This design comes from an exercise in tuning for small area and a short achievable clock period on the open sky130 flow, not from production work. RTL that was checked went through simulation tests only; none was proved equivalent to the original. Power and IR drop assume default switching activity.

==> module cpu, before the edit <==
module cpu(CLK, RESET, EN_L, Iin, Din, PC, NextPC, DataA, DataB, DataC, DataD, MW);
  input         CLK;
  input         RESET;
  input         EN_L;
  input  [15:0] Iin;
  input  [7:0]  Din;
  output [7:0]  PC;
  output [7:0]  NextPC;
  output [7:0]  DataA;
  output [7:0]  DataB;
  output [7:0]  DataC;
  output [7:0]  DataD;
  output        MW;
  reg  [7:1] pc_q;
  reg        EN_LPrev;
  reg  [7:0] r0, r1, r2, r3, r4, r5, r6, r7;
  wire useA, zB, doSub, doAdd, selC, isLB, isBr, isHALT, LD;
  wire doAnd, doOr, doRsh, doSra, doSll;
  wire [2:0] DR;
  wire [7:0] k;
  cpu_ctrl ctrl (.I(Iin), .useA(useA), .zB(zB), .doSub(doSub), .doAdd(doAdd), .selC(selC),
                 .doAnd(doAnd), .doOr(doOr), .doRsh(doRsh), .doSra(doSra), .doSll(doSll),
                 .isLB(isLB), .isSB(MW), .isBr(isBr), .isHALT(isHALT), .LD(LD),
                 .DR(DR), .k(k));
  wire [7:0] sa, sb, a, b, bm;
  cpu_dec3 dec_a (.s(Iin[11:9]), .y(sa));
  cpu_dec3 dec_b (.s(Iin[8:6]), .y(sb));
  genvar i;
  generate
    for (i = 0; i < 8; i = i + 1) begin : rd
      wire [7:0] ri = {r7[i], r6[i], r5[i], r4[i], r3[i], r2[i], r1[i], r0[i]};
      cpu_rd8  pa (.s(sa), .r(ri), .y(a[i]));
      cpu_rd8m pb (.s(sb), .r(ri), .u(zB), .y(b[i]), .ym(bm[i]));
    end
  endgenerate
  assign DataB = b;
  wire nuseA;
  g_inv iua (.a(useA), .y(nuseA));
  generate
    for (i = 0; i < 8; i = i + 1) begin : am
      wire m1, m0;
      g_nand2 n1 (.a(useA), .b(a[i]), .y(m1));
      g_nand2 n0 (.a(nuseA), .b(r0[i]), .y(m0));
      g_nand2 n2 (.a(m1), .b(m0), .y(DataA[i]));
    end
  endgenerate
  wire [7:0] sum, ang, ant;
  cpu_add8 add (.a(a), .bm(bm), .k(k), .ci(doSub), .s(sum), .ng(ang), .nt(ant));
  wire [7:0] nother, notherC;
  generate
    for (i = 0; i < 8; i = i + 1) begin : oth
      cpu_oth1 o (.ng(ang[i]), .nt(ant[i]), .al(i > 0 ? a[i-1] : 1'b0),
                  .ar(i < 7 ? a[i+1] : a[7]), .r0l(i > 0 ? r0[i-1] : 1'b0), .din(Din[i]),
                  .nuseA(nuseA), .isLB(isLB), .doAnd(doAnd), .doOr(doOr),
                  .doRsh(i < 7 ? doRsh : doSra), .doSll(doSll),
                  .nD(nother[i]), .nC(notherC[i]));
    end
  endgenerate
  generate
    for (i = 0; i < 8; i = i + 1) begin : res
      wire sd, sc;
      g_nand2 d0 (.a(sum[i]), .b(doAdd), .y(sd));
      g_nand2 d1 (.a(sd), .b(nother[i]), .y(DataD[i]));
      g_nand2 c0 (.a(sum[i]), .b(selC), .y(sc));
      g_nand2 c1 (.a(sc), .b(notherC[i]), .y(DataC[i]));
    end
  endgenerate
  wire halt = isHALT & ~EN_L & EN_LPrev;
  wire taken, ntaken;
  wire [7:1] pc_inc, pc_br, npc;
  wire [7:0] eqb;
  wire eq0, eq1;
  generate
    for (i = 0; i < 8; i = i + 1) begin : cmp
      g_xnor2 x (.a(a[i]), .b(bm[i]), .y(eqb[i]));
    end
  endgenerate
  g_nand4 e0 (.a(eqb[0]), .b(eqb[1]), .c(eqb[2]), .d(eqb[3]), .y(eq0));
  g_nand4 e1 (.a(eqb[4]), .b(eqb[5]), .c(eqb[6]), .d(eqb[7]), .y(eq1));
  cpu_taken tk (.neq0(eq0), .neq1(eq1), .a7(a[7]), .op(Iin[13:12]), .isBr(isBr), .taken(taken), .ntaken(ntaken));
  cpu_pcinc pi (.pc(pc_q), .halt(halt), .inc(pc_inc));
  cpu_pcbr  pb (.pc(pc_q), .off(Iin[5:0]), .br(pc_br));
  generate
    for (i = 1; i < 8; i = i + 1) begin : ps
      wire m1, m0;
      g_nand2 n1 (.a(taken), .b(pc_br[i]), .y(m1));
      g_nand2 n0 (.a(ntaken), .b(pc_inc[i]), .y(m0));
      g_nand2 n2 (.a(m1), .b(m0), .y(npc[i]));
    end
  endgenerate
  assign NextPC = {npc, 1'b0};
  assign PC = {pc_q, 1'b0};
  wire [7:0] wd = RESET ? 8'd0 : DataC;
  wire [7:0] we = {8{RESET}} | ({8{LD}} & (8'd1 << DR));
  always @(posedge CLK) begin
    EN_LPrev <= EN_L;
    if (RESET) pc_q <= 7'd0;
    else       pc_q <= npc;
    if (we[0]) r0 <= wd;
    if (we[1]) r1 <= wd;
    if (we[2]) r2 <= wd;
    if (we[3]) r3 <= wd;
    if (we[4]) r4 <= wd;
    if (we[5]) r5 <= wd;
    if (we[6]) r6 <= wd;
    if (we[7]) r7 <= wd;
  end
endmodule
==> module cpu_rd8m, before the edit <==
module cpu_rd8m(s, r, u, y, ym);
  input  [7:0] s, r;
  input  u;
  output y, ym;
  wire t = |(s & r);
  assign y = t;
  assign ym = t & ~u;
endmodule
Settings: LEC_CHECK=0, CAP_MARGIN=20, CORE_MARGIN=2, CORE_UTILIZATION=60, CTS_BUF_LIST=sky130_fd_sc_hd__clkbuf_8, SETUP_SLACK_MARGIN=4.0, SLEW_MARGIN=20, SYNTH_HIERARCHICAL=1; clock period 11.5 ns.
standard.sh (not shown) runs the stock make flow with config.mk's settings and CLKGATE_MAP_FILE= SYNTH_SCRIPT=/design/flow/synth_recipe.tcl, a recipe that flattens the netlist after the stock synthesis.
==> flow/flow/run.sh <==
#!/bin/bash
# The standard layout (the standard.sh), with the input and output ports buffered by
# sky130_fd_sc_hd__buf_2 instead of the cell buffer_ports picks by default.
set -euo pipefail
export BUFFER_PORTS_ARGS="-buffer_cell sky130_fd_sc_hd__buf_2"
bash standard.sh > flow_make.log 2>&1
Then changed:
--- a/flow/design.v
+++ b/flow/design.v
@@ -588,13 +588,14 @@
   cpu_dec3 dec_b (.s(Iin[8:6]), .y(sb));
   genvar i;
   generate
     for (i = 0; i < 8; i = i + 1) begin : rd
       wire [7:0] ri = {r7[i], r6[i], r5[i], r4[i], r3[i], r2[i], r1[i], r0[i]};
       cpu_rd8  pa (.s(sa), .r(ri), .y(a[i]));
-      cpu_rd8m pb (.s(sb), .r(ri), .u(zB), .y(b[i]), .ym(bm[i]));
+      cpu_rd8  pb (.s(sb), .r(ri), .y(b[i]));
+      g_and2b  mb (.a_n(zB), .b(b[i]), .y(bm[i]));
     end
   endgenerate
   assign DataB = b;
   wire nuseA;
   g_inv iua (.a(useA), .y(nuseA));
   generate
@@ -630,13 +631,13 @@
   wire taken, ntaken;
   wire [7:1] pc_inc, pc_br, npc;
   wire [7:0] eqb;
   wire eq0, eq1;
   generate
     for (i = 0; i < 8; i = i + 1) begin : cmp
-      g_xnor2 x (.a(a[i]), .b(bm[i]), .y(eqb[i]));
+      g_xnor2 x (.a(a[i]), .b(b[i]), .y(eqb[i]));
     end
   endgenerate
   g_nand4 e0 (.a(eqb[0]), .b(eqb[1]), .c(eqb[2]), .d(eqb[3]), .y(eq0));
   g_nand4 e1 (.a(eqb[4]), .b(eqb[5]), .c(eqb[6]), .d(eqb[7]), .y(eq1));
   cpu_taken tk (.neq0(eq0), .neq1(eq1), .a7(a[7]), .op(Iin[13:12]), .isBr(isBr), .taken(taken), .ntaken(ntaken));
   cpu_pcinc pi (.pc(pc_q), .halt(halt), .inc(pc_inc));
@@ -704,20 +705,12 @@
 endmodule
 module cpu_rd8(s, r, y);
   input  [7:0] s, r;
   output y;
   assign y = |(s & r);
 endmodule
-module cpu_rd8m(s, r, u, y, ym);
-  input  [7:0] s, r;
-  input  u;
-  output y, ym;
-  wire t = |(s & r);
-  assign y = t;
-  assign ym = t & ~u;
-endmodule
 module cpu_oth1(ng, nt, al, ar, r0l, din, nuseA, isLB, doAnd, doOr, doRsh, doSll, nD, nC);
   input  ng, nt, al, ar, r0l, din;
   input  nuseA, isLB, doAnd, doOr, doRsh, doSll;
   output nD, nC;
   wire o = (doAnd & ~ng) | (doOr & ~nt) | (doRsh & ar) | (doSll & al) | (nuseA & r0l);
   assign nD = ~o;
@@ -896,6 +889,11 @@
 endmodule
 module g_or2(a, b, y);
   input a, b;
   output y;
   assign y = a | b;
 endmodule
+module g_and2b(a_n, b, y);
+  input a_n, b;
+  output y;
+  assign y = ~a_n & b;
+endmodule
Effect: Maximum frequency goes down by 1.1%. Setup slack loses 79 ps. Cell count is unchanged. Clock power goes down by about 8%. Power goes down by 1.8%. Design area goes down by 1.3%. Sequential share of layout area goes up by 0.46 points. Utilization goes up by 2.3 points. Sequential power goes down by about 3%. Die area goes down by 3.3%. Global-route usage goes up by 0.41 points.
For the second run of this note, only the layout was checked, not whether the RTL still works.

[port drivers added, routing unchanged]
The flow's constraints put no driver on any port. The routed layouts listed below were extracted and timed again, unchanged, in two steps.
Step 1: set_driving_cell puts a clkbuf_16 on CLK and a buf_2 on each other input, an assumption about the parent block.
Step 2 adds t to the input delays and takes it off the output delays; t is the mean of the earliest and latest rising clock arrival at the registers after step 1. Input paths then give back, and output paths get back, about the clock's delay inside the block.
Slacks: no drivers / after step 1 / after step 2; pairs: no drivers / after step 1.
run | t, ns | setup slack, ns | hold WS [ns] | worst setup path after step 2 | worst data-port slew with drivers (ns)
the first run | 0.385 | 4.215 / 4.183 / 4.183 | 0.723 / 0.723 / 0.723 | input to output | 0.04
the second run | 0.374 | 4.136 / 4.107 / 4.107 | 0.727 / 0.727 / 0.727 | input to output | 0.03
After both steps every run listed still meets setup and hold. The setup slack of the first run, which loses most, moves by -0.032 ns with the drivers and by -0.032 ns with both steps.
